Background: an optimization exercise with open tools, aiming at small area. Do not read the settings as production practice. Where RTL was checked, it was by simulation tests only, not by an equivalence proof against the original. For runs 3 to 5, only the layout was checked, not whether the RTL still works. Power figures rest on the tool's default switching activity, not on a simulated workload.

[design.v]
`timescale 1ns / 1ps
module alu32_top(
    input  wire        clk,
    input  wire [31:0] a,
    input  wire [31:0] b,
    input  wire [2:0]  op_code,
    output reg  [32:0] result,
    output reg         zero_flag,
    output reg         control_flag
    );
    reg  [31:0] a_q, b_q;
    reg  [2:0]  op_q;
    wire [32:0] alu_result;
    wire        alu_zero, alu_control;
    always @(posedge clk) begin
        a_q  <= a;
        b_q  <= b;
        op_q <= op_code;
        result       <= alu_result;
        zero_flag    <= alu_zero;
        control_flag <= alu_control;
    end
    ALU_8_Bit #(.WIDTH(32)) u_alu (
        .A(a_q),
        .B(b_q),
        .op_code(op_q),
        .result(alu_result),
        .zero_flag(alu_zero),
        .control_flag(alu_control)
    );
endmodule

`timescale 1ns / 1ps
module ALU_8_Bit #(parameter WIDTH = 8) (A, B, op_code, result, zero_flag, control_flag);
    input  [WIDTH-1:0] A, B;
    input  [2:0] op_code;
    output zero_flag, control_flag;
    output [WIDTH:0] result;
    wire inv, ar, nar, kp, kg, nkp, nkg, op_add, op_sub, op_gt, op_eq, op_lt;
    alu_decode u_dec (.op(op_code), .inv(inv), .ar(ar), .nar(nar), .kp(kp), .kg(kg),
        .nkp(nkp), .nkg(nkg), .op_add(op_add), .op_sub(op_sub), .op_gt(op_gt),
        .op_eq(op_eq), .op_lt(op_lt));
    wire [31:0] bx;    
    wire [31:0] pp;    
    wire [31:0] gg;    
    wire [31:0] sx;    
    wire [31:0] lt;    
    wire [31:0] r;
    wire [32:0] cc;      
    assign cc[0] = inv;
    alu_xor2 u_bx0 (.a(B[0]), .b(inv), .y(bx[0]));
    alu_ha u_ha0 (.a(A[0]), .b(bx[0]), .s(pp[0]), .c(gg[0]));
    alu_a21oi u_c0 (.a1(pp[0]), .a2(cc[0]), .b1(gg[0]), .y(cc[1]));
    alu_xor2 u_bx1 (.a(B[1]), .b(inv), .y(bx[1]));
    alu_xnor2 u_np1 (.a(A[1]), .b(bx[1]), .y(pp[1]));
    alu_nand2 u_ng1 (.a(A[1]), .b(bx[1]), .y(gg[1]));
    alu_o21ai u_c1 (.a1(pp[1]), .a2(cc[1]), .b1(gg[1]), .y(cc[2]));
    alu_xor2 u_bx2 (.a(B[2]), .b(inv), .y(bx[2]));
    alu_ha u_ha2 (.a(A[2]), .b(bx[2]), .s(pp[2]), .c(gg[2]));
    alu_a21oi u_c2 (.a1(pp[2]), .a2(cc[2]), .b1(gg[2]), .y(cc[3]));
    alu_xor2 u_bx3 (.a(B[3]), .b(inv), .y(bx[3]));
    alu_xnor2 u_np3 (.a(A[3]), .b(bx[3]), .y(pp[3]));
    alu_nand2 u_ng3 (.a(A[3]), .b(bx[3]), .y(gg[3]));
    alu_o21ai u_c3 (.a1(pp[3]), .a2(cc[3]), .b1(gg[3]), .y(cc[4]));
    alu_xor2 u_bx4 (.a(B[4]), .b(inv), .y(bx[4]));
    alu_ha u_ha4 (.a(A[4]), .b(bx[4]), .s(pp[4]), .c(gg[4]));
    alu_xor2 u_bx5 (.a(B[5]), .b(inv), .y(bx[5]));
    alu_xnor2 u_np5 (.a(A[5]), .b(bx[5]), .y(pp[5]));
    alu_nand2 u_ng5 (.a(A[5]), .b(bx[5]), .y(gg[5]));
    alu_xor2 u_bx6 (.a(B[6]), .b(inv), .y(bx[6]));
    alu_ha u_ha6 (.a(A[6]), .b(bx[6]), .s(pp[6]), .c(gg[6]));
    alu_xor2 u_bx7 (.a(B[7]), .b(inv), .y(bx[7]));
    alu_xnor2 u_np7 (.a(A[7]), .b(bx[7]), .y(pp[7]));
    alu_nand2 u_ng7 (.a(A[7]), .b(bx[7]), .y(gg[7]));
    wire P4, G4, x4a, x4b, x4c, q4;
    alu_inv u_x4a (.a(gg[4]), .y(x4a));
    alu_o21ai u_x4b (.a1(pp[5]), .a2(x4a), .b1(gg[5]), .y(x4b));
    alu_a21oi u_x4c (.a1(pp[6]), .a2(x4b), .b1(gg[6]), .y(x4c));
    alu_o21ai u_G4 (.a1(pp[7]), .a2(x4c), .b1(gg[7]), .y(G4));
    alu_nand2 u_q4 (.a(pp[4]), .b(pp[6]), .y(q4));
    alu_nor3 u_P4 (.a(q4), .b(pp[5]), .c(pp[7]), .y(P4));
    alu_a21oi u_c4 (.a1(pp[4]), .a2(cc[4]), .b1(gg[4]), .y(cc[5]));
    alu_o21ai u_c5 (.a1(pp[5]), .a2(cc[5]), .b1(gg[5]), .y(cc[6]));
    alu_a21oi u_c6 (.a1(pp[6]), .a2(cc[6]), .b1(gg[6]), .y(cc[7]));
    alu_a21oi u_gc4 (.a1(P4), .a2(cc[4]), .b1(G4), .y(cc[8]));
    alu_xor2 u_bx8 (.a(B[8]), .b(inv), .y(bx[8]));
    alu_xnor2 u_np8 (.a(A[8]), .b(bx[8]), .y(pp[8]));
    alu_nand2 u_ng8 (.a(A[8]), .b(bx[8]), .y(gg[8]));
    alu_xor2 u_bx9 (.a(B[9]), .b(inv), .y(bx[9]));
    alu_ha u_ha9 (.a(A[9]), .b(bx[9]), .s(pp[9]), .c(gg[9]));
    alu_xor2 u_bx10 (.a(B[10]), .b(inv), .y(bx[10]));
    alu_xnor2 u_np10 (.a(A[10]), .b(bx[10]), .y(pp[10]));
    alu_nand2 u_ng10 (.a(A[10]), .b(bx[10]), .y(gg[10]));
    alu_xor2 u_bx11 (.a(B[11]), .b(inv), .y(bx[11]));
    alu_ha u_ha11 (.a(A[11]), .b(bx[11]), .s(pp[11]), .c(gg[11]));
    wire P8, G8, x8a, x8b, x8c, q8;
    alu_inv u_x8a (.a(gg[8]), .y(x8a));
    alu_a21oi u_x8b (.a1(pp[9]), .a2(x8a), .b1(gg[9]), .y(x8b));
    alu_o21ai u_x8c (.a1(pp[10]), .a2(x8b), .b1(gg[10]), .y(x8c));
    alu_a21oi u_G8 (.a1(pp[11]), .a2(x8c), .b1(gg[11]), .y(G8));
    alu_nor2 u_q8 (.a(pp[8]), .b(pp[10]), .y(q8));
    alu_nand3 u_P8 (.a(q8), .b(pp[9]), .c(pp[11]), .y(P8));
    alu_o21ai u_c8 (.a1(pp[8]), .a2(cc[8]), .b1(gg[8]), .y(cc[9]));
    alu_a21oi u_c9 (.a1(pp[9]), .a2(cc[9]), .b1(gg[9]), .y(cc[10]));
    alu_o21ai u_c10 (.a1(pp[10]), .a2(cc[10]), .b1(gg[10]), .y(cc[11]));
    alu_o21ai u_gc8 (.a1(P8), .a2(cc[8]), .b1(G8), .y(cc[12]));
    alu_xor2 u_bx12 (.a(B[12]), .b(inv), .y(bx[12]));
    alu_ha u_ha12 (.a(A[12]), .b(bx[12]), .s(pp[12]), .c(gg[12]));
    alu_xor2 u_bx13 (.a(B[13]), .b(inv), .y(bx[13]));
    alu_xnor2 u_np13 (.a(A[13]), .b(bx[13]), .y(pp[13]));
    alu_nand2 u_ng13 (.a(A[13]), .b(bx[13]), .y(gg[13]));
    alu_xor2 u_bx14 (.a(B[14]), .b(inv), .y(bx[14]));
    alu_ha u_ha14 (.a(A[14]), .b(bx[14]), .s(pp[14]), .c(gg[14]));
    alu_xor2 u_bx15 (.a(B[15]), .b(inv), .y(bx[15]));
    alu_xnor2 u_np15 (.a(A[15]), .b(bx[15]), .y(pp[15]));
    alu_nand2 u_ng15 (.a(A[15]), .b(bx[15]), .y(gg[15]));
    wire P12, G12, x12a, x12b, x12c, q12;
    alu_inv u_x12a (.a(gg[12]), .y(x12a));
    alu_o21ai u_x12b (.a1(pp[13]), .a2(x12a), .b1(gg[13]), .y(x12b));
    alu_a21oi u_x12c (.a1(pp[14]), .a2(x12b), .b1(gg[14]), .y(x12c));
    alu_o21ai u_G12 (.a1(pp[15]), .a2(x12c), .b1(gg[15]), .y(G12));
    alu_nand2 u_q12 (.a(pp[12]), .b(pp[14]), .y(q12));
    alu_nor3 u_P12 (.a(q12), .b(pp[13]), .c(pp[15]), .y(P12));
    alu_a21oi u_c12 (.a1(pp[12]), .a2(cc[12]), .b1(gg[12]), .y(cc[13]));
    alu_o21ai u_c13 (.a1(pp[13]), .a2(cc[13]), .b1(gg[13]), .y(cc[14]));
    alu_a21oi u_c14 (.a1(pp[14]), .a2(cc[14]), .b1(gg[14]), .y(cc[15]));
    alu_a21oi u_gc12 (.a1(P12), .a2(cc[12]), .b1(G12), .y(cc[16]));
    alu_xor2 u_bx16 (.a(B[16]), .b(inv), .y(bx[16]));
    alu_xnor2 u_np16 (.a(A[16]), .b(bx[16]), .y(pp[16]));
    alu_nand2 u_ng16 (.a(A[16]), .b(bx[16]), .y(gg[16]));
    alu_xor2 u_bx17 (.a(B[17]), .b(inv), .y(bx[17]));
    alu_ha u_ha17 (.a(A[17]), .b(bx[17]), .s(pp[17]), .c(gg[17]));
    alu_xor2 u_bx18 (.a(B[18]), .b(inv), .y(bx[18]));
    alu_xnor2 u_np18 (.a(A[18]), .b(bx[18]), .y(pp[18]));
    alu_nand2 u_ng18 (.a(A[18]), .b(bx[18]), .y(gg[18]));
    alu_xor2 u_bx19 (.a(B[19]), .b(inv), .y(bx[19]));
    alu_ha u_ha19 (.a(A[19]), .b(bx[19]), .s(pp[19]), .c(gg[19]));
    wire P16, G16, x16a, x16b, x16c, q16;
    alu_inv u_x16a (.a(gg[16]), .y(x16a));
    alu_a21oi u_x16b (.a1(pp[17]), .a2(x16a), .b1(gg[17]), .y(x16b));
    alu_o21ai u_x16c (.a1(pp[18]), .a2(x16b), .b1(gg[18]), .y(x16c));
    alu_a21oi u_G16 (.a1(pp[19]), .a2(x16c), .b1(gg[19]), .y(G16));
    alu_nor2 u_q16 (.a(pp[16]), .b(pp[18]), .y(q16));
    alu_nand3 u_P16 (.a(q16), .b(pp[17]), .c(pp[19]), .y(P16));
    alu_o21ai u_c16 (.a1(pp[16]), .a2(cc[16]), .b1(gg[16]), .y(cc[17]));
    alu_a21oi u_c17 (.a1(pp[17]), .a2(cc[17]), .b1(gg[17]), .y(cc[18]));
    alu_o21ai u_c18 (.a1(pp[18]), .a2(cc[18]), .b1(gg[18]), .y(cc[19]));
    alu_o21ai u_gc16 (.a1(P16), .a2(cc[16]), .b1(G16), .y(cc[20]));
    alu_xor2 u_bx20 (.a(B[20]), .b(inv), .y(bx[20]));
    alu_ha u_ha20 (.a(A[20]), .b(bx[20]), .s(pp[20]), .c(gg[20]));
    alu_xor2 u_bx21 (.a(B[21]), .b(inv), .y(bx[21]));
    alu_xnor2 u_np21 (.a(A[21]), .b(bx[21]), .y(pp[21]));
    alu_nand2 u_ng21 (.a(A[21]), .b(bx[21]), .y(gg[21]));
    alu_xor2 u_bx22 (.a(B[22]), .b(inv), .y(bx[22]));
    alu_ha u_ha22 (.a(A[22]), .b(bx[22]), .s(pp[22]), .c(gg[22]));
    alu_xor2 u_bx23 (.a(B[23]), .b(inv), .y(bx[23]));
    alu_xnor2 u_np23 (.a(A[23]), .b(bx[23]), .y(pp[23]));
    alu_nand2 u_ng23 (.a(A[23]), .b(bx[23]), .y(gg[23]));
    wire P20, G20, x20a, x20b, x20c, q20;
    alu_inv u_x20a (.a(gg[20]), .y(x20a));
    alu_o21ai u_x20b (.a1(pp[21]), .a2(x20a), .b1(gg[21]), .y(x20b));
    alu_a21oi u_x20c (.a1(pp[22]), .a2(x20b), .b1(gg[22]), .y(x20c));
    alu_o21ai u_G20 (.a1(pp[23]), .a2(x20c), .b1(gg[23]), .y(G20));
    alu_nand2 u_q20 (.a(pp[20]), .b(pp[22]), .y(q20));
    alu_nor3 u_P20 (.a(q20), .b(pp[21]), .c(pp[23]), .y(P20));
    alu_a21oi u_c20 (.a1(pp[20]), .a2(cc[20]), .b1(gg[20]), .y(cc[21]));
    alu_o21ai u_c21 (.a1(pp[21]), .a2(cc[21]), .b1(gg[21]), .y(cc[22]));
    alu_a21oi u_c22 (.a1(pp[22]), .a2(cc[22]), .b1(gg[22]), .y(cc[23]));
    alu_a21oi u_gc20 (.a1(P20), .a2(cc[20]), .b1(G20), .y(cc[24]));
    alu_xor2 u_bx24 (.a(B[24]), .b(inv), .y(bx[24]));
    alu_xnor2 u_np24 (.a(A[24]), .b(bx[24]), .y(pp[24]));
    alu_nand2 u_ng24 (.a(A[24]), .b(bx[24]), .y(gg[24]));
    alu_xor2 u_bx25 (.a(B[25]), .b(inv), .y(bx[25]));
    alu_ha u_ha25 (.a(A[25]), .b(bx[25]), .s(pp[25]), .c(gg[25]));
    alu_xor2 u_bx26 (.a(B[26]), .b(inv), .y(bx[26]));
    alu_xnor2 u_np26 (.a(A[26]), .b(bx[26]), .y(pp[26]));
    alu_nand2 u_ng26 (.a(A[26]), .b(bx[26]), .y(gg[26]));
    alu_xor2 u_bx27 (.a(B[27]), .b(inv), .y(bx[27]));
    alu_ha u_ha27 (.a(A[27]), .b(bx[27]), .s(pp[27]), .c(gg[27]));
    wire P24, G24, x24a, x24b, x24c, q24;
    alu_inv u_x24a (.a(gg[24]), .y(x24a));
    alu_a21oi u_x24b (.a1(pp[25]), .a2(x24a), .b1(gg[25]), .y(x24b));
    alu_o21ai u_x24c (.a1(pp[26]), .a2(x24b), .b1(gg[26]), .y(x24c));
    alu_a21oi u_G24 (.a1(pp[27]), .a2(x24c), .b1(gg[27]), .y(G24));
    alu_nor2 u_q24 (.a(pp[24]), .b(pp[26]), .y(q24));
    alu_nand3 u_P24 (.a(q24), .b(pp[25]), .c(pp[27]), .y(P24));
    alu_o21ai u_c24 (.a1(pp[24]), .a2(cc[24]), .b1(gg[24]), .y(cc[25]));
    alu_a21oi u_c25 (.a1(pp[25]), .a2(cc[25]), .b1(gg[25]), .y(cc[26]));
    alu_o21ai u_c26 (.a1(pp[26]), .a2(cc[26]), .b1(gg[26]), .y(cc[27]));
    alu_o21ai u_gc24 (.a1(P24), .a2(cc[24]), .b1(G24), .y(cc[28]));
    alu_xor2 u_bx28 (.a(B[28]), .b(inv), .y(bx[28]));
    alu_ha u_ha28 (.a(A[28]), .b(bx[28]), .s(pp[28]), .c(gg[28]));
    alu_xor2 u_bx29 (.a(B[29]), .b(inv), .y(bx[29]));
    alu_xnor2 u_np29 (.a(A[29]), .b(bx[29]), .y(pp[29]));
    alu_nand2 u_ng29 (.a(A[29]), .b(bx[29]), .y(gg[29]));
    alu_xor2 u_bx30 (.a(B[30]), .b(inv), .y(bx[30]));
    alu_ha u_ha30 (.a(A[30]), .b(bx[30]), .s(pp[30]), .c(gg[30]));
    alu_xor2 u_bx31 (.a(B[31]), .b(inv), .y(bx[31]));
    alu_xnor2 u_np31 (.a(A[31]), .b(bx[31]), .y(pp[31]));
    alu_nand2 u_ng31 (.a(A[31]), .b(bx[31]), .y(gg[31]));
    wire P28, G28, x28a, x28b, x28c, q28;
    alu_inv u_x28a (.a(gg[28]), .y(x28a));
    alu_o21ai u_x28b (.a1(pp[29]), .a2(x28a), .b1(gg[29]), .y(x28b));
    alu_a21oi u_x28c (.a1(pp[30]), .a2(x28b), .b1(gg[30]), .y(x28c));
    alu_o21ai u_G28 (.a1(pp[31]), .a2(x28c), .b1(gg[31]), .y(G28));
    alu_nand2 u_q28 (.a(pp[28]), .b(pp[30]), .y(q28));
    alu_nor3 u_P28 (.a(q28), .b(pp[29]), .c(pp[31]), .y(P28));
    alu_a21oi u_c28 (.a1(pp[28]), .a2(cc[28]), .b1(gg[28]), .y(cc[29]));
    alu_o21ai u_c29 (.a1(pp[29]), .a2(cc[29]), .b1(gg[29]), .y(cc[30]));
    alu_a21oi u_c30 (.a1(pp[30]), .a2(cc[30]), .b1(gg[30]), .y(cc[31]));
    alu_a21oi u_gc28 (.a1(P28), .a2(cc[28]), .b1(G28), .y(cc[32]));
    alu_xnor2 u_s0 (.a(pp[0]), .b(cc[0]), .y(sx[0]));
    alu_a22oi u_l0 (.a1(pp[0]), .a2(kp), .b1(gg[0]), .b2(kg), .y(lt[0]));
    alu_xor2 u_s1 (.a(pp[1]), .b(cc[1]), .y(sx[1]));
    alu_o22ai u_l1 (.a1(pp[1]), .a2(nkp), .b1(gg[1]), .b2(nkg), .y(lt[1]));
    alu_xnor2 u_s2 (.a(pp[2]), .b(cc[2]), .y(sx[2]));
    alu_a22oi u_l2 (.a1(pp[2]), .a2(kp), .b1(gg[2]), .b2(kg), .y(lt[2]));
    alu_xor2 u_s3 (.a(pp[3]), .b(cc[3]), .y(sx[3]));
    alu_o22ai u_l3 (.a1(pp[3]), .a2(nkp), .b1(gg[3]), .b2(nkg), .y(lt[3]));
    alu_xnor2 u_s4 (.a(pp[4]), .b(cc[4]), .y(sx[4]));
    alu_a22oi u_l4 (.a1(pp[4]), .a2(kp), .b1(gg[4]), .b2(kg), .y(lt[4]));
    alu_xor2 u_s5 (.a(pp[5]), .b(cc[5]), .y(sx[5]));
    alu_o22ai u_l5 (.a1(pp[5]), .a2(nkp), .b1(gg[5]), .b2(nkg), .y(lt[5]));
    alu_xnor2 u_s6 (.a(pp[6]), .b(cc[6]), .y(sx[6]));
    alu_a22oi u_l6 (.a1(pp[6]), .a2(kp), .b1(gg[6]), .b2(kg), .y(lt[6]));
    alu_xor2 u_s7 (.a(pp[7]), .b(cc[7]), .y(sx[7]));
    alu_o22ai u_l7 (.a1(pp[7]), .a2(nkp), .b1(gg[7]), .b2(nkg), .y(lt[7]));
    alu_xor2 u_s8 (.a(pp[8]), .b(cc[8]), .y(sx[8]));
    alu_o22ai u_l8 (.a1(pp[8]), .a2(nkp), .b1(gg[8]), .b2(nkg), .y(lt[8]));
    alu_xnor2 u_s9 (.a(pp[9]), .b(cc[9]), .y(sx[9]));
    alu_a22oi u_l9 (.a1(pp[9]), .a2(kp), .b1(gg[9]), .b2(kg), .y(lt[9]));
    alu_xor2 u_s10 (.a(pp[10]), .b(cc[10]), .y(sx[10]));
    alu_o22ai u_l10 (.a1(pp[10]), .a2(nkp), .b1(gg[10]), .b2(nkg), .y(lt[10]));
    alu_xnor2 u_s11 (.a(pp[11]), .b(cc[11]), .y(sx[11]));
    alu_a22oi u_l11 (.a1(pp[11]), .a2(kp), .b1(gg[11]), .b2(kg), .y(lt[11]));
    alu_xnor2 u_s12 (.a(pp[12]), .b(cc[12]), .y(sx[12]));
    alu_a22oi u_l12 (.a1(pp[12]), .a2(kp), .b1(gg[12]), .b2(kg), .y(lt[12]));
    alu_xor2 u_s13 (.a(pp[13]), .b(cc[13]), .y(sx[13]));
    alu_o22ai u_l13 (.a1(pp[13]), .a2(nkp), .b1(gg[13]), .b2(nkg), .y(lt[13]));
    alu_xnor2 u_s14 (.a(pp[14]), .b(cc[14]), .y(sx[14]));
    alu_a22oi u_l14 (.a1(pp[14]), .a2(kp), .b1(gg[14]), .b2(kg), .y(lt[14]));
    alu_xor2 u_s15 (.a(pp[15]), .b(cc[15]), .y(sx[15]));
    alu_o22ai u_l15 (.a1(pp[15]), .a2(nkp), .b1(gg[15]), .b2(nkg), .y(lt[15]));
    alu_xor2 u_s16 (.a(pp[16]), .b(cc[16]), .y(sx[16]));
    alu_o22ai u_l16 (.a1(pp[16]), .a2(nkp), .b1(gg[16]), .b2(nkg), .y(lt[16]));
    alu_xnor2 u_s17 (.a(pp[17]), .b(cc[17]), .y(sx[17]));
    alu_a22oi u_l17 (.a1(pp[17]), .a2(kp), .b1(gg[17]), .b2(kg), .y(lt[17]));
    alu_xor2 u_s18 (.a(pp[18]), .b(cc[18]), .y(sx[18]));
    alu_o22ai u_l18 (.a1(pp[18]), .a2(nkp), .b1(gg[18]), .b2(nkg), .y(lt[18]));
    alu_xnor2 u_s19 (.a(pp[19]), .b(cc[19]), .y(sx[19]));
    alu_a22oi u_l19 (.a1(pp[19]), .a2(kp), .b1(gg[19]), .b2(kg), .y(lt[19]));
    alu_xnor2 u_s20 (.a(pp[20]), .b(cc[20]), .y(sx[20]));
    alu_a22oi u_l20 (.a1(pp[20]), .a2(kp), .b1(gg[20]), .b2(kg), .y(lt[20]));
    alu_xor2 u_s21 (.a(pp[21]), .b(cc[21]), .y(sx[21]));
    alu_o22ai u_l21 (.a1(pp[21]), .a2(nkp), .b1(gg[21]), .b2(nkg), .y(lt[21]));
    alu_xnor2 u_s22 (.a(pp[22]), .b(cc[22]), .y(sx[22]));
    alu_a22oi u_l22 (.a1(pp[22]), .a2(kp), .b1(gg[22]), .b2(kg), .y(lt[22]));
    alu_xor2 u_s23 (.a(pp[23]), .b(cc[23]), .y(sx[23]));
    alu_o22ai u_l23 (.a1(pp[23]), .a2(nkp), .b1(gg[23]), .b2(nkg), .y(lt[23]));
    alu_xor2 u_s24 (.a(pp[24]), .b(cc[24]), .y(sx[24]));
    alu_o22ai u_l24 (.a1(pp[24]), .a2(nkp), .b1(gg[24]), .b2(nkg), .y(lt[24]));
    alu_xnor2 u_s25 (.a(pp[25]), .b(cc[25]), .y(sx[25]));
    alu_a22oi u_l25 (.a1(pp[25]), .a2(kp), .b1(gg[25]), .b2(kg), .y(lt[25]));
    alu_xor2 u_s26 (.a(pp[26]), .b(cc[26]), .y(sx[26]));
    alu_o22ai u_l26 (.a1(pp[26]), .a2(nkp), .b1(gg[26]), .b2(nkg), .y(lt[26]));
    alu_xnor2 u_s27 (.a(pp[27]), .b(cc[27]), .y(sx[27]));
    alu_a22oi u_l27 (.a1(pp[27]), .a2(kp), .b1(gg[27]), .b2(kg), .y(lt[27]));
    alu_xnor2 u_s28 (.a(pp[28]), .b(cc[28]), .y(sx[28]));
    alu_a22oi u_l28 (.a1(pp[28]), .a2(kp), .b1(gg[28]), .b2(kg), .y(lt[28]));
    alu_xor2 u_s29 (.a(pp[29]), .b(cc[29]), .y(sx[29]));
    alu_o22ai u_l29 (.a1(pp[29]), .a2(nkp), .b1(gg[29]), .b2(nkg), .y(lt[29]));
    alu_xnor2 u_s30 (.a(pp[30]), .b(cc[30]), .y(sx[30]));
    alu_a22oi u_l30 (.a1(pp[30]), .a2(kp), .b1(gg[30]), .b2(kg), .y(lt[30]));
    alu_xor2 u_s31 (.a(pp[31]), .b(cc[31]), .y(sx[31]));
    alu_o22ai u_l31 (.a1(pp[31]), .a2(nkp), .b1(gg[31]), .b2(nkg), .y(lt[31]));
    wire eq, hi, cmp, ncmp;
    alu_and #(.N(11), .INV(11'b10100101010)) u_eq (.a({pp[3], pp[2], pp[1], pp[0], P28, P24, P20, P16, P12, P8, P4}), .y(eq));
    alu_flags #(.CINV(1)) u_fl (.ci(cc[32]), .eq(eq), .op_add(op_add), .op_sub(op_sub), .op_gt(op_gt),
        .op_eq(op_eq), .op_lt(op_lt), .hi(hi), .cmp(cmp), .ncmp(ncmp));
    alu_o211ai u_r0 (.a1(sx[0]), .a2(nar), .b1(lt[0]), .c1(ncmp), .y(r[0]));
    alu_a21o u_r1 (.a1(sx[1]), .a2(ar), .b1(lt[1]), .y(r[1]));
    alu_o21ai u_r2 (.a1(sx[2]), .a2(nar), .b1(lt[2]), .y(r[2]));
    alu_a21o u_r3 (.a1(sx[3]), .a2(ar), .b1(lt[3]), .y(r[3]));
    alu_o21ai u_r4 (.a1(sx[4]), .a2(nar), .b1(lt[4]), .y(r[4]));
    alu_a21o u_r5 (.a1(sx[5]), .a2(ar), .b1(lt[5]), .y(r[5]));
    alu_o21ai u_r6 (.a1(sx[6]), .a2(nar), .b1(lt[6]), .y(r[6]));
    alu_a21o u_r7 (.a1(sx[7]), .a2(ar), .b1(lt[7]), .y(r[7]));
    alu_a21o u_r8 (.a1(sx[8]), .a2(ar), .b1(lt[8]), .y(r[8]));
    alu_o21ai u_r9 (.a1(sx[9]), .a2(nar), .b1(lt[9]), .y(r[9]));
    alu_a21o u_r10 (.a1(sx[10]), .a2(ar), .b1(lt[10]), .y(r[10]));
    alu_o21ai u_r11 (.a1(sx[11]), .a2(nar), .b1(lt[11]), .y(r[11]));
    alu_o21ai u_r12 (.a1(sx[12]), .a2(nar), .b1(lt[12]), .y(r[12]));
    alu_a21o u_r13 (.a1(sx[13]), .a2(ar), .b1(lt[13]), .y(r[13]));
    alu_o21ai u_r14 (.a1(sx[14]), .a2(nar), .b1(lt[14]), .y(r[14]));
    alu_a21o u_r15 (.a1(sx[15]), .a2(ar), .b1(lt[15]), .y(r[15]));
    alu_a21o u_r16 (.a1(sx[16]), .a2(ar), .b1(lt[16]), .y(r[16]));
    alu_o21ai u_r17 (.a1(sx[17]), .a2(nar), .b1(lt[17]), .y(r[17]));
    alu_a21o u_r18 (.a1(sx[18]), .a2(ar), .b1(lt[18]), .y(r[18]));
    alu_o21ai u_r19 (.a1(sx[19]), .a2(nar), .b1(lt[19]), .y(r[19]));
    alu_o21ai u_r20 (.a1(sx[20]), .a2(nar), .b1(lt[20]), .y(r[20]));
    alu_a21o u_r21 (.a1(sx[21]), .a2(ar), .b1(lt[21]), .y(r[21]));
    alu_o21ai u_r22 (.a1(sx[22]), .a2(nar), .b1(lt[22]), .y(r[22]));
    alu_a21o u_r23 (.a1(sx[23]), .a2(ar), .b1(lt[23]), .y(r[23]));
    alu_a21o u_r24 (.a1(sx[24]), .a2(ar), .b1(lt[24]), .y(r[24]));
    alu_o21ai u_r25 (.a1(sx[25]), .a2(nar), .b1(lt[25]), .y(r[25]));
    alu_a21o u_r26 (.a1(sx[26]), .a2(ar), .b1(lt[26]), .y(r[26]));
    alu_o21ai u_r27 (.a1(sx[27]), .a2(nar), .b1(lt[27]), .y(r[27]));
    alu_o21ai u_r28 (.a1(sx[28]), .a2(nar), .b1(lt[28]), .y(r[28]));
    alu_a21o u_r29 (.a1(sx[29]), .a2(ar), .b1(lt[29]), .y(r[29]));
    alu_o21ai u_r30 (.a1(sx[30]), .a2(nar), .b1(lt[30]), .y(r[30]));
    alu_a21o u_r31 (.a1(sx[31]), .a2(ar), .b1(lt[31]), .y(r[31]));
    assign result = {hi, r};
    assign control_flag = hi;
    wire ze;
    alu_nor #(.N(11)) u_zlo (.a(r[11:1]), .y(ze));
    wire zp0;
    alu_nor2 u_zp0 (.a(r[12]), .b(r[13]), .y(zp0));
    wire zp1;
    alu_nor2 u_zp1 (.a(r[14]), .b(r[15]), .y(zp1));
    wire zp2;
    alu_nor2 u_zp2 (.a(r[16]), .b(r[17]), .y(zp2));
    wire zp3;
    alu_nor2 u_zp3 (.a(r[18]), .b(r[19]), .y(zp3));
    wire zp4;
    alu_nor2 u_zp4 (.a(r[20]), .b(r[21]), .y(zp4));
    wire zp5;
    alu_nor2 u_zp5 (.a(r[22]), .b(r[23]), .y(zp5));
    wire zp6;
    alu_nor2 u_zp6 (.a(r[24]), .b(r[25]), .y(zp6));
    wire zp7;
    alu_nor2 u_zp7 (.a(r[26]), .b(r[27]), .y(zp7));
    wire zp8;
    alu_nor2 u_zp8 (.a(r[28]), .b(r[29]), .y(zp8));
    wire zp9;
    alu_nor2 u_zp9 (.a(r[30]), .b(r[31]), .y(zp9));
    wire zp10;
    alu_nor2 u_zp10 (.a(hi), .b(r[0]), .y(zp10));
    wire zn0;
    alu_nand #(.N(4)) u_zn0 (.a({ze, zp0, zp1, zp2}), .y(zn0));
    wire zn1;
    alu_nand #(.N(4)) u_zn1 (.a({zp3, zp4, zp5, zp6}), .y(zn1));
    wire zn2;
    alu_nand #(.N(4)) u_zn2 (.a({zp7, zp8, zp9, zp10}), .y(zn2));
    alu_nor #(.N(3)) u_z (.a({zn0, zn1, zn2}), .y(zero_flag));
endmodule
module alu_xor2 (input a, input b, output y);
    assign y = a ^ b;
endmodule
module alu_xnor2 (input a, input b, output y);
    assign y = ~(a ^ b);
endmodule
module alu_ha (input a, input b, output s, output c);
    assign s = a ^ b;
    assign c = a & b;
endmodule
module alu_nand2 (input a, input b, output y);
    assign y = ~(a & b);
endmodule
module alu_nor2 (input a, input b, output y);
    assign y = ~(a | b);
endmodule
module alu_nor3 (input a, input b, input c, output y);
    assign y = ~(a | b | c);
endmodule
module alu_nand3 (input a, input b, input c, output y);
    assign y = ~(a & b & c);
endmodule
module alu_inv (input a, output y);
    assign y = ~a;
endmodule
module alu_a21oi (input a1, input a2, input b1, output y);
    assign y = ~((a1 & a2) | b1);
endmodule
module alu_o21ai (input a1, input a2, input b1, output y);
    assign y = ~((a1 | a2) & b1);
endmodule
module alu_a21o (input a1, input a2, input b1, output y);
    assign y = (a1 & a2) | b1;
endmodule
module alu_a22oi (input a1, input a2, input b1, input b2, output y);
    assign y = ~((a1 & a2) | (b1 & b2));
endmodule
module alu_o22ai (input a1, input a2, input b1, input b2, output y);
    assign y = ~((a1 | a2) & (b1 | b2));
endmodule
module alu_o211ai (input a1, input a2, input b1, input c1, output y);
    assign y = ~((a1 | a2) & b1 & c1);
endmodule
module alu_a211o (input a1, input a2, input b1, input c1, output y);
    assign y = (a1 & a2) | b1 | c1;
endmodule
module alu_and #(parameter N = 8, parameter [N-1:0] INV = 0) (input [N-1:0] a, output y);
    assign y = &(a ^ INV);
endmodule
module alu_nor #(parameter N = 8) (input [N-1:0] a, output y);
    assign y = ~|a;
endmodule
module alu_nand #(parameter N = 4) (input [N-1:0] a, output y);
    assign y = ~&a;
endmodule
module alu_decode (input [2:0] op, output inv, output ar, output nar, output kp, output kg,
                   output nkp, output nkg, output op_add, output op_sub, output op_gt,
                   output op_eq, output op_lt);
    assign op_add = (op == 3'b000);
    assign op_sub = (op == 3'b001);
    assign op_gt  = (op == 3'b010);
    assign op_eq  = (op == 3'b011);
    assign op_lt  = (op == 3'b100);
    assign inv = op_sub | op_gt | op_eq | op_lt;
    assign ar  = op_add | op_sub;
    assign nar = ~ar;
    assign kp  = (op == 3'b110) | (op == 3'b111);
    assign kg  = (op == 3'b101) | (op == 3'b110);
    assign nkp = ~kp;
    assign nkg = ~kg;
endmodule
module alu_flags #(parameter CINV = 0) (input ci, input eq, input op_add, input op_sub, input op_gt, input op_eq,
                  input op_lt, output hi, output cmp, output ncmp);
    wire co = ci ^ CINV;
    assign hi = (op_add & co) | (op_sub & ~co);
    assign cmp = (op_gt & co & ~eq) | (op_eq & eq) | (op_lt & ~co);
    assign ncmp = ~cmp;
endmodule
[flow/run.sh]
#!/bin/bash
# Standard ORFS layout with these changes: the port buffers use the smallest buffer cell;
# every combinational cell is put at its smallest drive strength after floorplanning (the
# repair steps then size up only what timing needs); clock tree synthesis adds no dummy
# loads; power recovery downsizes non-critical cells after global routing.
set -euo pipefail
W=$(pwd)
bash standard.sh BUFFER_PORTS_ARGS="-buffer_cell sky130_fd_sc_hd__buf_1" \
  POST_FLOORPLAN_TCL="$W/flow/downsize.tcl" \
  CTS_ARGS="-sink_clustering_enable -repair_clock_nets -dont_use_dummy_load" \
  RECOVER_POWER=100 finish > make_finish.log 2>&1
[flow/downsize.tcl]
# POST_FLOORPLAN hook: put every combinational cell at the smallest drive strength of its
# family; the later repair steps size up what timing needs.
set n 0
foreach inst [[ord::get_db_block] getInsts] {
  set m [$inst getMaster]
  set name [$m getName]
  if {![regexp {^(sky130_fd_sc_hd__[a-z0-9]+)_([0-9]+)$} $name -> base sz]} { continue }
  if {[string match {*df*} $base] || [string match {*clk*} $base] || [string match {*tap*} $base]
      || [string match {*conb*} $base] || [string match {*dl*} $base]} { continue }
  set best ""
  set best_a 1e9
  foreach lc [get_lib_cells ${base}_*] {
    set ln [get_name $lc]
    if {![regexp "^${base}_\[0-9\]+\$" $ln]} { continue }
    if {[get_property $lc dont_use]} { continue }
    set a [get_property $lc area]
    if {$a < $best_a} { set best_a $a; set best $ln }
  }
  if {$best ne "" && $best ne $name} {
    $inst swapMaster [[ord::get_db] findMaster $best]
    incr n
  }
}
puts "downsize: replaced $n cells"
[standard.sh]
#!/bin/bash
# synth_recipe.tcl (not shown) runs the flow's synth.tcl, then flattens the netlist and writes it again
# the make line also repeats each setting of config.mk as NAME=value (left out here)
make -C /OpenROAD-flow-scripts/flow DESIGN_CONFIG=/design/flow/config.mk WORK_HOME=/design/flow/orfs CLKGATE_MAP_FILE= SYNTH_SCRIPT=/design/flow/synth_recipe.tcl "${@:-finish}"
[config.mk]
export PLATFORM = sky130hd
export DESIGN_NAME = alu32_top
export DESIGN_NICKNAME = alu32_top
export VERILOG_FILES = /design/flow/design.v
export SDC_FILE = /design/flow/constraint.sdc
export NUM_CORES = 4
export LEC_CHECK = 0
export CAP_MARGIN = 20
export CORE_MARGIN = 2
export CORE_UTILIZATION = 40
export GPL_TIMING_DRIVEN = 0
export SLEW_MARGIN = 20
export SYNTH_HIERARCHICAL = 1
export SYNTH_MINIMUM_KEEP_SIZE = 0
[constraint.sdc]
create_clock -name core_clock -period 5.0 [get_ports {clk}]
set_input_delay 1.0000 -clock core_clock [delete_from_list [all_inputs] [get_ports {clk}]]
set_output_delay 1.0000 -clock core_clock [all_outputs]
set_load 0.01 [all_outputs]
==> notes.md, run 1 <==
status=finished with violations; Fail Reasons=max-capacitance violations, max-slew violations; Crit path top cell by count=a21oi_2; routed wire length=9260 um; leakage=1.91 nW; worst-skew pair later-pin latency=0.37 ns; Syn Std Cell Area=0.00425 sq mm; residual DRC count=0; met2 WL=4440 um; Data required, critical path=5.27 ns; Layout Nets=594; Vias=3229; wire length on met3=752 um; I/O pin cnt=103; TritonRoute pass-1 iters=5; TritonCTS buffer count=9; Max Transition Viols Final=19; core region area=0.0103 sq mm; Syn Inst Count=394; H-tree level count=3; pin count of the biggest net entering global routing=19; synthesized area per cell=10.8 sq um; Max stage delay on crit path=0.37 ns; Max Fanout on Critical Path=18; Antenna Cells=0; Initial Utilization=41.2%; WS Path Type=reg2reg; syn nets=478; CP startpoint kind=flop; M1 WL=3930 um; clk buf depth=2; final instance area=0.00480 sq mm; port bufs=102; worst slack, placed=-1.33 ns; Filler cells=971; total gr overflow=0; Final setup viols=0; Tcrit/Tclk final=91.2%; first-pass GRT wire length=14900 um; RSZ-0062 raised after global routing=no; global-route usage over all layers=16.6%; Root Driver=clkbuf_8; Synth Warn #=7; WP buf/inv=2; crit path cell chain=nor3_4 -> nor2_4 -> buf_4 -> buf_16 -> xor2_1 -> ha_1 -> nand2_1 -> nor3_2 -> a21oi_2 -> o21ai_2 -> a21oi_2 -> o21ai_2 -> a21oi_2 -> o21ai_1 -> a21oi_1 -> o21ai_1 -> a21oi_1 -> xor2_1 -> a21o_1 -> nor2_1 -> nand4_1 -> nor3_1; vias per cell=5.01; initial antenna violation count=0; die area=0.0115 sq mm; post-route ant nets=0; clk_skew=0.0203 ns; Placed Area=0.00460 sq mm; Clock Sinks=102; pwr dens=385 mW/mm^2; row count=37; Detailed Place HPWL=6530 um; minimum clock period=4.56 ns; DR WL/cell=14.4 um; upper clock frequency limit=0.219 GHz; Area Growth Syn to Fin=12.9%; die width=107 um; Die H=107 um; slew at the pin closest to its max-slew limit=1.58 ns; Worst Setup Slack, final=0.438 ns; Worst Hold Class=reg2reg; CP max stage cell=dfxtp_2; Crit path max-delay family=compound AO/OA/AOI/OAI gates; Arr. time, crit path=4.83 ns; worst vdd ir=209 uV; initial drt markers=217; Fin. Hold Viols=0; CTS Hold Bufs=0; Max-slew headroom=-5.74%; CTS tree=done; vias in the first global route=3235; highest metal used=met4; Critical Path Sink Type=flop; share of cells above drive strength 1=5.31%; GPL Wtd Cong=0.863; Worst-path clk slew=0.09 ns; max_cap viols=1
-- worst min-delay path, stage by stage, from the launching register on --
cell     delay, ns
dfxtp_1       0.33
nand2_1       0.08
o22ai_1       0.06
a21o_1        0.16
-- metal layers --
layer	up-vias	track usage, %
met2	131	27.7
met4	0	6.31
met1	1468	20.4
met5	-	0
met3	15	4.56
li1	1615	-
-- cell usage in the layout (no fill, tap or decap), drive strengths merged, types with 7 or more instances in the layout --
cell	instances
buf	107
dfxtp	102
xor2	49
o21ai	41
xnor2	32
a21oi	27
nand2	22
ha	16
a22oi	16
o22ai	16
a21o	16
nor2	16
inv	9
clkbuf	9
nor3	7
-- repair_timing --
item / in CTS / in global routing
setup endpoints to repair: 13 / 1
gates resized for setup: 8 / 12
pin swaps: 1 / 0
hold endpoints to repair: 0 / 0
buffers inserted: 3 / 0
-- metrics by stage --
stage | hold WS (ns) | cells | power, mW | TNS (ns) | util (%)
2_1_floorplan | 0.617 | 394 | 1.37 | 0 | -
3_3_place_gp | 0.652 | 632 | 1.43 | -69.67 | 44.2
3_5_place_dp | 0.664 | 633 | 1.45 | -7.01 | 44.6
4_1_cts | 0.676 | 644 | 1.86 | 0 | 46.1
5_1_grt | 0.694 | 644 | 1.97 | 0 | 46.5
6_report | 0.668 | 644 | 1.85 | 0 | 46.5
-- area by class of cell --
type                            instances  area [sq um]  area share [%]
Sequential cell                       102          2050            42.6
Multi-Input combinational cell        281          1990            41.5
Timing Repair Buffer                  106           433            9.02
Tap cell                              136           170            3.54
Clock buffer                            9           124            2.58
Inverter                                9          33.8           0.703
Buffer                                  1          3.75          0.0782
-- registers in the layout, summed over array words and instances, names as in the netlist --
signal,cells
a_q,32
b_q,32
control_flag,1
op_q,3
result,33
zero_flag,1
-- report_power, final --
group / internal [mW] / total [mW] / switching, mW
registers: 0.895 / 0.925 / 0.0303
logic: 0.215 / 0.526 / 0.310
clock network: 0.162 / 0.401 / 0.239
total: 1.27 / 1.85 / 0.579
-- worst paths after layout --
| path | startpoint | slack, ns | end | cells after the start |
|---|---|---|---|---|
| setup / recovery | op_q[2] | 0.44 | zero_flag | 22 |
| setup reg to reg | op_q[2] | 0.44 | zero_flag | 22 |
| hold reg to reg | a_q[15] | 0.67 | result[15] | 3 |
| hold / removal | a_q[15] | 0.67 | result[15] | 3 |
==> run 2: changes to the inputs <==
--- a/config.mk
+++ b/config.mk
@@ -9,5 +9,4 @@
 export CORE_MARGIN = 2
 export CORE_UTILIZATION = 40
-export GPL_TIMING_DRIVEN = 0
 export SLEW_MARGIN = 20
 export SYNTH_HIERARCHICAL = 1
==> notes.md, run 2 <==
post-route ant nets=0 (unchanged); commonest cells after routing, fill and taps aside=102 x dfxtp_1, 102 x buf_1, 49 x xor2_1, 36 x o21ai_0, 32 x xnor2_1; Max Fanout on Critical Path=31 (+13); Syn Inst Count=394 (unchanged); routed wire length=9160 um (-1.2%); RSZ-0062 raised after global routing=no; core region area=0.0103 sq mm (unchanged); total gr overflow=0 (unchanged); WS Path Type=reg2reg; Biggest register=result; Die H=107 um (unchanged); Gate power share=28.1% (-0.3 points); Fin. Hold Viols=0 (unchanged); biggest regs=result (33), a_q (32), b_q (32); sw frac=30.9% (-0.42 points); DR WL/cell=14.2 um (-1.3%); Detailed Place HPWL=6650 um (+1.9%); Antenna Cells=0 (unchanged); I/O pin cnt=103 (unchanged); CTS tree=done; P_sw=0.566 mW (-2.4%); slew at the pin closest to its max-slew limit=1.07 ns (-0.514 ns); Arr. time, crit path=4.82 ns (about the same); CP startpoint kind=flop; clk_skew=0.0199 ns (-0.000353 ns); Synth Warn #=7 (unchanged); Worst Hold Class=reg2reg; clk buf depth=2 (unchanged); Int Pwr=1.27 mW (-0.44%); Root Driver=clkbuf_8; syn nets=478 (unchanged); Critical Path Sink Type=flop; minimum clock period=4.54 ns (-0.0179 ns); Area Growth Syn to Fin=11.7%; pwr dens=386 mW/mm^2 (about the same); total power=1.83 mW (-1.0%); leakage=1.89 nW (-1.1%); pin count of the biggest net entering global routing=32 (+13); worst vdd ir=234 uV (+12%); Syn Std Cell Area=0.00425 sq mm (unchanged); port bufs=102 (unchanged); Filler cells=1006 (+3.6%); TritonRoute pass-1 iters=4 (-1); status=no timing/DRC/antenna violations; Layout Nets=595 (+0.17%); Post-CTS Setup Bufs=0 (-3); H-tree level count=3 (unchanged); power share of the sequential group=50.6% (+0.6 points); final instance area=0.00475 sq mm (-1.1%); row count=37 (unchanged); initial drt markers=139 (-36%); Max Transition Viols Final=0 (-19); max reg flops=33 (unchanged); synthesized area per cell=10.8 sq um (unchanged); die width=107 um (unchanged); WHS=0.678 ns (+0.00988 ns); CTS Hold Bufs=0 (unchanged); Clk network pwr share=21.4% (-0.2 points); Max-slew headroom=28.9% (+35 points); vias per cell=4.99 (-0.46%); share of cells above drive strength 1=3.54% (-1.8 points); upper clock frequency limit=0.220 GHz (+0.39%); Worst-path clk slew=0.08 ns (about the same); die area=0.0115 sq mm (unchanged); vias in the first global route=3058 (-5.5%); first-pass GRT wire length=14600 um (-2.1%); Final setup viols=0 (unchanged); initial antenna violation count=0 (unchanged); Vias=3219 (-0.31%); residual DRC count=0 (unchanged); GPL Wtd Cong=0.832 (-3.7%); TritonCTS buffer count=9 (unchanged); Placed Area=0.00461 sq mm (+0.16%); global-route usage over all layers=16.6% (unchanged); fin util=46.0% (-0.52 points); Tcrit/Tclk final=90.9% (-0.36 points); max_cap viols=0 (-1); setup TNS=0 ns (unchanged); Clock Sinks=102 (unchanged); worst-skew pair later-pin latency=0.38 ns (about the same); Initial Utilization=41.2% (unchanged); Data required, critical path=5.27 ns (about the same)
run 2: per-stage QoR:
stage | cells | worst slack, ns
finish | 645 | 0.456
floorplan | 394 | 0.107
CTS | 645 | 0.0538
global placement | 636 | 0.186
detailed placement | 636 | -0.0207
global route | 645 | 0.0608
run 2: layout make-up:
cell class	count	area [sq um]	share of cell area, %
Clock buffer	9	124	2.61
Inverter	9	33.8	0.711
Multi-Input combinational cell	281	1960	41.2
Sequential cell	102	2040	43.0
Tap cell	136	170	3.58
Timing Repair Buffer	108	420	8.85
run 2: power by group through the flow:
stage               Clock, mW  Sequential, mW  Combinational (mW)
floorplan                   0           0.966               0.408
finish                  0.391           0.926               0.514
global route            0.444           0.934               0.570
CTS                     0.413           0.927               0.509
global placement            0           0.944               0.500
detailed placement          0           0.945               0.505
run 2: critical path: stages (launching register included):
cell	delay, ns
dfxtp_1	0.48
nor3_2	0.12
nor2_4	0.18
buf_6	0.36
xor2_1	0.13
ha_1	0.39
nand2_1	0.07
nor3_1	0.35
a21oi_2	0.14
o21ai_1	0.22
a21oi_2	0.11
o21ai_1	0.23
a21oi_2	0.11
o21ai_2	0.24
a21oi_1	0.12
o21ai_0	0.28
a21oi_1	0.13
xor2_1	0.18
a21o_1	0.22
nor2_1	0.10
nand4_1	0.08
nor3_1	0.21
run 2: worst paths after layout:
kind / from / endpoint / slack [ns] / depth (start not counted)
worst max-delay path: op_q[2] / zero_flag / 0.46 / 21
worst min register to register: a_q[23] / result[23] / 0.68 / 3
worst min-delay path: a_q[23] / result[23] / 0.68 / 3
worst max register to register: op_q[2] / zero_flag / 0.46 / 21
run 2: per-layer routing:
layer	global-route usage [%]	share of wire (%)	vias to the layer above	routed length [um]
li1	-	-	1614	-
met1	21.0	45	1463	4090
met2	25.5	46	123	4220
met3	4.92	6.6	19	605
met4	8.63	2.7	0	244
met5	0	0	-	0
run 2: repair_timing:
item,CTS,global route
endpoints found under the setup margin,1,5
endpoints found under the hold margin,0,0
gates resized for setup,1,10
==> run 3: changes to the inputs <==
--- a/design.v
+++ b/design.v
@@ -37,8 +37,7 @@
     output zero_flag, control_flag;
     output [WIDTH:0] result;
-    wire inv, ar, nar, kp, kg, nkp, nkg, op_add, op_sub, op_gt, op_eq, op_lt;
+    wire inv, ar, nar, kp, kg, nkp, nkg;
     alu_decode u_dec (.op(op_code), .inv(inv), .ar(ar), .nar(nar), .kp(kp), .kg(kg),
-        .nkp(nkp), .nkg(nkg), .op_add(op_add), .op_sub(op_sub), .op_gt(op_gt),
-        .op_eq(op_eq), .op_lt(op_lt));
+        .nkp(nkp), .nkg(nkg));
     wire [31:0] bx;    
     wire [31:0] pp;    
@@ -276,6 +275,6 @@
     wire eq, hi, cmp, ncmp;
     alu_and #(.N(11), .INV(11'b10100101010)) u_eq (.a({pp[3], pp[2], pp[1], pp[0], P28, P24, P20, P16, P12, P8, P4}), .y(eq));
-    alu_flags #(.CINV(1)) u_fl (.ci(cc[32]), .eq(eq), .op_add(op_add), .op_sub(op_sub), .op_gt(op_gt),
-        .op_eq(op_eq), .op_lt(op_lt), .hi(hi), .cmp(cmp), .ncmp(ncmp));
+    alu_flags #(.CINV(1)) u_fl (.op(op_code), .ci(cc[32]), .eq(eq),
+        .hi(hi), .cmp(cmp), .ncmp(ncmp));
     alu_o211ai u_r0 (.a1(sx[0]), .a2(nar), .b1(lt[0]), .c1(ncmp), .y(r[0]));
     alu_a21o u_r1 (.a1(sx[1]), .a2(ar), .b1(lt[1]), .y(r[1]));
@@ -400,24 +399,18 @@
 endmodule
 module alu_decode (input [2:0] op, output inv, output ar, output nar, output kp, output kg,
-                   output nkp, output nkg, output op_add, output op_sub, output op_gt,
-                   output op_eq, output op_lt);
-    assign op_add = (op == 3'b000);
-    assign op_sub = (op == 3'b001);
-    assign op_gt  = (op == 3'b010);
-    assign op_eq  = (op == 3'b011);
-    assign op_lt  = (op == 3'b100);
-    assign inv = op_sub | op_gt | op_eq | op_lt;
-    assign ar  = op_add | op_sub;
-    assign nar = ~ar;
-    assign kp  = (op == 3'b110) | (op == 3'b111);
-    assign kg  = (op == 3'b101) | (op == 3'b110);
+                   output nkp, output nkg);
+    assign inv = op[2] ^ (op[1] | op[0]);      
+    assign nar = op[2] | op[1];
+    assign ar  = ~nar;                         
+    assign kp  = op[2] & op[1];                
+    assign kg  = op[2] & (op[1] ^ op[0]);      
     assign nkp = ~kp;
     assign nkg = ~kg;
 endmodule
-module alu_flags #(parameter CINV = 0) (input ci, input eq, input op_add, input op_sub, input op_gt, input op_eq,
-                  input op_lt, output hi, output cmp, output ncmp);
+module alu_flags #(parameter CINV = 0) (input [2:0] op, input ci, input eq, output hi,
+                                        output cmp, output ncmp);
     wire co = ci ^ CINV;
-    assign hi = (op_add & co) | (op_sub & ~co);
-    assign cmp = (op_gt & co & ~eq) | (op_eq & eq) | (op_lt & ~co);
+    assign hi = ~op[2] & ~op[1] & (co ^ op[0]);    
+    assign cmp = ((op == 3'b010) & co & ~eq) | ((op == 3'b011) & eq) | ((op == 3'b100) & ~co);
     assign ncmp = ~cmp;
 endmodule
==> notes.md, run 3 <==
Syn Inst Count=393 (-0.25%); routed wire length=9320 um (+1.8%); slew at the pin closest to its max-slew limit=1.03 ns (-0.0401 ns); most common cell after layout, fill and taps aside=buf_1; Crit path top cell by count=o21ai_0; clk_skew=0.0266 ns (+0.00671 ns); clk buf depth=2 (unchanged); Worst Hold Class=reg2reg; first-pass GRT wire length=14800 um (+1.6%); CTS tree=done; CP startpoint kind=flop; Hold Crit Start=op_q[1]; initial drt markers=142 (+2.2%); Post-CTS Setup Bufs=0 (unchanged); die width=107 um (-0.21%); WS Path Type=reg2reg; placed cell count=637 (+0.16%); pin count of the biggest net entering global routing=18 (-44%); Arr. time, crit path=4.81 ns (about the same); Biggest register=result; max reg flops=33 (unchanged); Vias=3224 (+0.16%); post-route insts no fill=646 (+0.16%); CP max stage cell=dfxtp_1; Placed Area=0.00462 sq mm (+0.14%); Crit path max-delay family=compound AO/OA/AOI/OAI gates; crit path cell chain=inv_1 -> ha_1 -> xnor2_2 -> xor2_1 -> ha_1 -> a21oi_1 -> o21ai_1 -> a21oi_1 -> o21ai_0 -> a21oi_2 -> o21ai_1 -> a21oi_2 -> o21ai_1 -> a21oi_2 -> o21ai_0 -> a21oi_1 -> o21ai_0 -> xnor2_1 -> o21ai_0 -> nor2_1 -> nand4_1 -> nor3_1; worst-skew pair later-pin latency=0.36 ns (-0.02 ns); share of cells above drive strength 1=5.10% (+1.6 points); Max Transition Viols Final=0 (unchanged); Max Fanout on Critical Path=5 (-84%); die area=0.0114 sq mm (-0.42%); pwr dens=400 mW/mm^2 (+3.8%); port bufs=102 (unchanged); total gr overflow=0 (unchanged); Data required, critical path=5.26 ns (about the same); Critical Path Sink Type=flop; syn nets=478 (unchanged); WP buf/inv=1 (unchanged); leakage=1.93 nW (+2.1%); Syn Std Cell Area=0.00423 sq mm (-0.44%); worst vdd ir=162 uV (-30%); Die H=107 um (-0.21%); Tcrit/Tclk final=91.0% (+0.15 points); initial antenna violation count=0 (unchanged); Antenna Cells=0 (unchanged); GPL Wtd Cong=0.884 (+6.3%); H-tree level count=3 (unchanged); Worst-path clk slew=0.07 ns (about the same); vias per cell=4.99 (about the same); TritonRoute pass-1 iters=5 (+1); commonest cells after routing, fill and taps aside=102 x buf_1, 101 x dfxtp_1, 48 x xor2_1, 36 x o21ai_0, 30 x xnor2_1; I/O pin cnt=103 (unchanged); setup TNS=0 ns (unchanged); DR WL/cell=14.4 um (+1.6%); Max-slew headroom=31.6% (+2.7 points); upper clock frequency limit=0.220 GHz (-0.16%); core region area=0.0103 sq mm (-0.45%); minimum clock period=4.55 ns (+0.00737 ns); Max stage delay on crit path=0.41 ns (-0.07 ns); biggest regs=result (33), a_q (32), b_q (32); Critical path origin=op_q[0]; Clock Sinks=102 (unchanged); TritonCTS buffer count=9 (unchanged); row count=37 (unchanged); Initial Utilization=41.2% (about the same); status=no timing/DRC/antenna violations; Synth Warn #=7 (unchanged); global-route usage over all layers=16.8% (+0.15 points); Layout Nets=597 (+0.34%); residual DRC count=0 (unchanged); synthesized area per cell=10.8 sq um (-0.19%); final instance area=0.00479 sq mm (+0.84%); fin util=46.6% (+0.60 points); reg-to-reg startpoint=op_q[0]; total power=1.92 mW (+4.6%); Detailed Place HPWL=6920 um (+4.1%); post-route ant nets=0 (unchanged); Fin. Hold Viols=0 (unchanged); vias in the first global route=3188 (+4.3%); max_cap viols=0 (unchanged); Area Growth Syn to Fin=13.1%; Root Driver=clkbuf_8; Final setup viols=0 (unchanged)
==> run 3: metrics by stage <==
| stage | setup slack [ns] | hold slack [ns] |
|---|---|---|
| 2_1_floorplan | 0.00792 | 0.521 |
| 5_1_grt | -0.0250 | 0.566 |
| 6_report | 0.449 | 0.529 |
| 3_3_place_gp | 0.140 | 0.562 |
| 4_1_cts | 0.0419 | 0.603 |
| 3_5_place_dp | -0.130 | 0.597 |
==> run 3: repair_timing <==
action	4_1_cts	5_1_grt
pin swaps	0	0
hold buffers	0	0
hold endpoints to repair	0	0
gates resized for setup	2	13
endpoints found under the setup margin	1	3
cloned	0	0
==> run 3: path summary, 6_finish.rpt <==
check                               endpoint  slack, ns  cells past startpoint
worst max-delay path               zero_flag       0.45                     22
worst min-delay path            control_flag       0.53                      1
worst max register to register     zero_flag       0.45                     22
worst min register to register  control_flag       0.53                      1
==> run 3: worst reg2reg max path: stages, from the launching register on <==
cell	delay, ns
dfxtp_1	0.41
inv_1	0.07
ha_1	0.22
xnor2_2	0.23
xor2_1	0.17
ha_1	0.29
a21oi_1	0.24
o21ai_1	0.14
a21oi_1	0.23
o21ai_0	0.18
a21oi_2	0.21
o21ai_1	0.15
a21oi_2	0.21
o21ai_1	0.13
a21oi_2	0.24
o21ai_0	0.18
a21oi_1	0.23
o21ai_0	0.14
xnor2_1	0.17
o21ai_0	0.13
nor2_1	0.19
nand4_1	0.11
nor3_1	0.20
==> run 3: layout make-up <==
class                   count  area (sq um)
clock buffers               9           124
fillers                  1038          5490
inverters                   9          33.8
multi-input cells         281          1980
flip-flops and latches    102          2040
well taps                 136           170
repair buffers            109           439
==> run 3: power breakdown <==
group / internal, mW / switching [mW] / total (mW)
registers: 0.899 / 0.0333 / 0.933
clock network: 0.162 / 0.229 / 0.391
logic: 0.244 / 0.349 / 0.593
==> run 3: layer usage <==
| metal | up-vias | GRT usage (%) | share of wire [%] |
|---|---|---|---|
| li1 | 1607 | - | - |
| met1 | 1470 | 21.1 | 45 |
| met3 | 14 | 3.83 | 6.5 |
| met2 | 133 | 27.8 | 47 |
| met4 | 0 | 6.59 | 1.6 |
| met5 | - | 0 | 0 |
==> run 4: changes to the inputs <==
--- a/flow/run.sh
+++ b/flow/run.sh
@@ -1,5 +1,5 @@
 #!/bin/bash
 # Standard ORFS layout with these changes: the port buffers use the smallest buffer cell;
-# every combinational cell is put at its smallest drive strength after floorplanning (the
+# combinational cells are put at their smallest drive strength after floorplanning (the
 # repair steps then size up only what timing needs); clock tree synthesis adds no dummy
 # loads; power recovery downsizes non-critical cells after global routing.
--- a/flow/downsize.tcl
+++ b/flow/downsize.tcl
@@ -8,4 +8,12 @@
   if {[string match {*df*} $base] || [string match {*clk*} $base] || [string match {*tap*} $base]
       || [string match {*conb*} $base] || [string match {*dl*} $base]} { continue }
+  # leave the drivers of wide nets (the op-code decode) as synthesis sized them
+  set fo 0
+  foreach it [$inst getITerms] {
+    if {[$it isOutputSignal] && [$it getNet] ne "NULL"} {
+      set fo [expr {max($fo, [llength [[$it getNet] getITerms]] - 1)}]
+    }
+  }
+  if {$fo > 6} { continue }
   set best ""
   set best_a 1e9
==> notes.md, run 4 <==
CP startpoint kind=flop; total gr overflow=0 (unchanged); crit path cell chain=inv_1 -> ha_1 -> xnor2_4 -> buf_12 -> xor2_1 -> xnor2_1 -> o21ai_1 -> a21oi_1 -> o21ai_1 -> a21oi_2 -> o21ai_2 -> a21oi_2 -> o21ai_1 -> a21oi_2 -> o21ai_1 -> a21oi_1 -> o21ai_1 -> a21oi_1 -> xor2_1 -> a21o_1 -> nor2_1 -> nand4_1 -> nor3_1; most common cell after layout, fill and taps aside=buf_1; Max stage delay on crit path=0.40 ns (about the same); Syn Std Cell Area=0.00423 sq mm (unchanged); Syn Inst Count=393 (unchanged); die area=0.0114 sq mm (unchanged); grt met2 use=27.8% (-0.045 points); biggest regs=result (33), a_q (32), b_q (32); Antenna Cells=0 (unchanged); commonest cells after routing, fill and taps aside=102 x buf_1, 101 x dfxtp_1, 49 x xor2_1, 35 x o21ai_0, 31 x xnor2_1; Detailed Place HPWL=6940 um (+0.20%); clk buf depth=2 (unchanged); Synth Warn #=7 (unchanged); leakage=1.92 nW (-0.77%); Arr. time, crit path=4.73 ns (-0.08 ns); post-route ant nets=0 (unchanged); minimum clock period=4.46 ns (-0.0897 ns); CTS resizes=2 (unchanged); vias per cell=4.92 (-1.3%); worst vdd ir=210 uV (+29%); port bufs=102 (unchanged); initial drt markers=138 (-2.8%); Root Driver=clkbuf_8; synthesized area per cell=10.8 sq um (unchanged); die width=107 um (unchanged); Fin. Hold Viols=0 (unchanged); met3 capacity usage during global routing=4.19% (+0.36 points); r2r endpoint=zero_flag; Layout Nets=596 (-0.17%); Worst Hold Class=reg2reg; worst slack, placed=-0.0976 ns (+0.0326 ns); Initial Utilization=41.2% (unchanged); share of cells above drive strength 1=4.32% (-0.78 points); initial antenna violation count=0 (unchanged); row count=37 (unchanged); number of cells on the worst reg-to-reg path=23 (+4.5%); grt peak-use layer=met2; global-route usage over all layers=17.1% (+0.32 points); Final setup viols=0 (unchanged); status=no timing/DRC/antenna violations; CP max stage cell=dfxtp_1; total power=1.90 mW (-0.62%); Vias=3176 (-1.5%); Post-CTS Setup Bufs=0 (unchanged); routed wire length=9330 um (about the same); max_cap viols=0 (unchanged); Critical path origin=op_q[0]; Die H=107 um (unchanged); Max-slew headroom=53.6% (+22 points); Crit path top cell by count=o21ai_1; first-pass GRT wire length=15100 um (+2.1%); syn nets=478 (unchanged); TritonCTS buffer count=9 (unchanged); vias in the first global route=3169 (-0.60%); pin count of the biggest net entering global routing=22 (+4); Area Growth Syn to Fin=12.9%; Clock Sinks=102 (unchanged); TritonRoute pass-1 iters=4 (-1); Data required, critical path=5.27 ns (about the same); Worst-path clk slew=0.07 ns (about the same); residual DRC count=0 (unchanged); worst-skew pair later-pin latency=0.36 ns (about the same); slew at the pin closest to its max-slew limit=0.695 ns (-0.331 ns); met1 global-route usage=21.5% (+0.38 points); pwr dens=399 mW/mm^2 (-0.39%); WS Path Type=reg2reg; I/O pin cnt=103 (unchanged); Biggest register=result; Worst Setup Slack, final=0.538 ns (+0.0897 ns); setup TNS=0 ns (unchanged); core region area=0.0103 sq mm (unchanged); DR WL/cell=14.5 um (+0.24%); crit path capture=zero_flag; RSZ-0062 raised after global routing=no; Max Transition Viols Final=0 (unchanged); upper clock frequency limit=0.224 GHz (+2.0%); WHS=0.534 ns (+0.00503 ns); CTS Hold Bufs=0 (unchanged); placed cell count=636 (-0.16%); CTS tree=done; H-tree level count=3 (unchanged); GPL Wtd Cong=0.844 (-4.6%); max reg flops=33 (unchanged); Max Fanout on Critical Path=21 (+16); R2R Setup Slk=0.54 ns (+0.09 ns); Tcrit/Tclk final=89.2% (-1.8 points); Critical Path Sink Type=flop; reg-to-reg startpoint=op_q[0]; post-route insts no fill=645 (-0.15%); clk_skew=0.0276 ns (+0.000974 ns)
-- run 4: cell count changes in the layout (fill, tap and decap cells not counted), moves of 2 or more --
cell / delta
buf_4: -4
clkbuf_1: +3
and2_0: -2
and2_2: +2
xnor2_2: -2
-- run 4: how the worst min path moves through the flow --
stage	from	end	cells after the start
2_1_floorplan	op_q[1]	control_flag	1
3_3_place_gp	op_q[1]	control_flag	1
3_5_place_dp	op_q[1]	result[32]	1
4_1_cts	op_q[1]	result[32]	1
5_1_grt	op_q[1]	result[32]	1
6_report	op_q[1]	result[32]	1
-- run 4: area by class of cell --
cell class                      count  area, sq um
Sequential cell                   102         2040
Inverter                            9         33.8
Fill cell                        1035         5500
Multi-Input combinational cell    281         1980
Tap cell                          136          170
Clock buffer                        9          124
Timing Repair Buffer              108          429
-- run 4: routing by layer --
metal,share of wire [%],routed length [um]
met1,45,4180
met2,47,4370
met3,6.7,624
met4,1.6,149
met5,0,0
-- run 4: power breakdown --
group / switching [mW] / internal [mW]
clock network: 0.227 / 0.162
registers: 0.0322 / 0.899
logic: 0.345 / 0.240
-- run 4: metrics by stage --
step	util [%]	instance area, sq um
5_1_grt	46.5	4780
6_report	46.5	4780
4_1_cts	46.3	4760
3_3_place_gp	45.1	4640
2_1_floorplan	-	4260
3_5_place_dp	45.1	4640
-- run 4: worst max-delay path: cells and delay by family, from the launching register on --
| kind | cells | cell delay (ns) |
|---|---|---|
| buffers and inverters | 2 | 0.27 |
| AND/OR/NAND/NOR | 3 | 0.38 |
| AO/OA/AOI/OAI | 13 | 2.28 |
| XOR/XNOR | 4 | 0.77 |
| flip-flops | 1 | 0.40 |
| adder cells (fa/ha/maj) | 1 | 0.26 |
==> run 5: changes to the inputs <==
--- a/flow/run.sh
+++ b/flow/run.sh
@@ -9,3 +9,3 @@
   POST_FLOORPLAN_TCL="$W/flow/downsize.tcl" \
   CTS_ARGS="-sink_clustering_enable -repair_clock_nets -dont_use_dummy_load" \
-  RECOVER_POWER=100 finish > make_finish.log 2>&1
+  GPL_KEEP_OVERFLOW=0 RECOVER_POWER=100 finish > make_finish.log 2>&1
==> notes.md, run 5 <==
TritonRoute pass-1 iters=4 (unchanged); routed wire length=9500 um (+1.9%); CTS tree=done; Clock Sinks=102 (unchanged); number of cells on the worst reg-to-reg path=24 (+4.3%); worst vdd ir=161 uV (-23%); I/O pin cnt=103 (unchanged); syn nets=478 (unchanged); power share of the sequential group=48.2% (-0.7 points); slew at the pin closest to its max-slew limit=0.853 ns (+0.158 ns); vias in the first global route=3095 (-2.3%); first-pass GRT wire length=15000 um (-1.0%); worst-skew pair later-pin latency=0.36 ns (about the same); highest metal used=met4; P_sw=0.619 mW (+2.4%); initial antenna violation count=0 (unchanged); Data required, critical path=5.26 ns (about the same); Filler cells=1055 (+1.9%); Worst Setup Slack, final=0.447 ns (-0.0917 ns); post-route insts no fill=646 (+0.16%); Tcrit/Tclk final=91.1% (+1.8 points); met2 WL=4320 um (-1.3%); Max-slew headroom=43.1% (-10 points); TritonCTS buffer count=9 (unchanged); worst slack, placed=-1.24 ns (-1.14 ns); DR WL/cell=14.7 um (+1.7%); crit path capture=zero_flag; die width=107 um (unchanged); row count=37 (unchanged); H-tree level count=3 (unchanged); vias per cell=4.94 (+0.29%); Area Growth Syn to Fin=14.3%; Synth Warn #=7 (unchanged); Max Transition Viols Final=0 (unchanged); Worst-path clk slew=0.07 ns (about the same); Layout Nets=597 (+0.17%); synthesized area per cell=10.8 sq um (unchanged); Clk network pwr share=20.2% (-0.2 points); Worst Hold Class=reg2reg; Critical path origin=op_q[1]; WHS=0.531 ns (-0.00267 ns); Antenna Cells=0 (unchanged); Syn Inst Count=393 (unchanged); M1 WL=4460 um (+6.8%); Max Fanout on Critical Path=12 (-43%); pin count of the biggest net entering global routing=19 (-14%); biggest regs=result (33), a_q (32), b_q (32); port bufs=102 (unchanged); clk buf depth=2 (unchanged); post-route ant nets=0 (unchanged); Critical Path Sink Type=flop; Initial Utilization=41.2% (unchanged); reg-to-reg startpoint=op_q[1]; status=no timing/DRC/antenna violations; core region area=0.0103 sq mm (unchanged); total power=1.93 mW (+1.4%); initial drt markers=129 (-6.5%); WS Path Type=reg2reg; minimum clock period=4.55 ns (+0.0917 ns); Detailed Place HPWL=7050 um (+1.6%); Syn Std Cell Area=0.00423 sq mm (unchanged); commonest cells after routing, fill and taps aside=102 x buf_1, 100 x dfxtp_1, 49 x xor2_1, 34 x o21ai_0, 32 x xnor2_1; r2r endpoint=zero_flag; Arr. time, crit path=4.81 ns (+0.08 ns); share of cells above drive strength 1=6.27% (+2.0 points); total gr overflow=0 (unchanged); Biggest register=result; max_cap viols=0 (unchanged); R2R Setup Slk=0.45 ns (-0.09 ns); Gate power share=31.6% (+0.9 points); GPL Wtd Cong=0.825 (-2.2%)
## run 5: cell count changes in the layout (fill, tap and decap cells not counted), sizes merged
cell / change
buf: +2
clkbuf: -1
## run 5: stage by stage
stage	instance area, sq um	setup TNS, ns	utilization (%)
final	4840	0	47.1
after global routing	4840	0	47.1
after CTS	4790	0	46.6
after detailed placement	4640	-7.64	45.1
after global placement	4580	-11.15	44.6
after floorplan	4260	0	-
## run 5: worst min path at each step
stage / start / endpoint / slack, ns / depth (start not counted)
after CTS: op_q[1] / result[32] / 0.60 / 1
after floorplan: op_q[1] / control_flag / 0.52 / 1
after global routing: op_q[1] / result[32] / 0.57 / 1
after detailed placement: op_q[1] / result[32] / 0.59 / 1
final: op_q[1] / result[32] / 0.53 / 1
after global placement: op_q[1] / control_flag / 0.55 / 1
## run 5: metal layers
metal	track usage, %	vias up
li1	-	1617
met1	23.0	1424
met2	26.3	130
met3	2.98	19
met4	7.24	0
met5	0	-
## run 5: what timing repair did
item                       CTS  global route
resized for setup           11            10
setup buffers                1             4
setup endpoints to repair   15             5
pin swaps                    1             7
gates cloned                 0             0
## run 5: worst max-delay path, cell delays in order (launching register included)
cell and delay (ns):
dfxtp_2 0.38, inv_1 0.06, ha_1 0.24, xnor2_4 0.17, buf_16 0.18, buf_16 0.16
xor2_1 0.16, ha_1 0.34, a21oi_2 0.21, o21ai_2 0.11, a21oi_2 0.21, o21ai_2 0.11
a21oi_2 0.21, o21ai_2 0.09, a21oi_2 0.22, o21ai_2 0.12, a21oi_2 0.22, o21ai_1 0.13
a21oi_1 0.22, o21ai_0 0.15, xnor2_1 0.17, o21ai_0 0.13, nor2_1 0.19, nand4_1 0.11
nor3_1 0.18
## run 5: power groups by stage
stage	combinational, mW	sequential (mW)	clock (mW)
floorplan	0.459	0.975	0
global placement	0.557	0.948	0
detailed placement	0.574	0.949	0
CTS	0.590	0.931	0.407
global route	0.672	0.939	0.436
finish	0.611	0.930	0.391
## run 5: layout make-up
type                            instances  area (sq um)  area share, %
Sequential cell                       102          2040           42.3
Multi-Input combinational cell        281          2000           41.3
Timing Repair Buffer                  109           468           9.67
Tap cell                              136           170           3.52
Clock buffer                            9           124           2.56
Inverter                                9          33.8          0.698

Setup slack of run 5, layout unchanged: 0.447 ns with ideal ports, 0.447 ns with driving cells assumed (clock clkbuf_16, inputs buf_2), 0.447 ns with port delays also shifted by the 0.381 ns mid clock arrival.
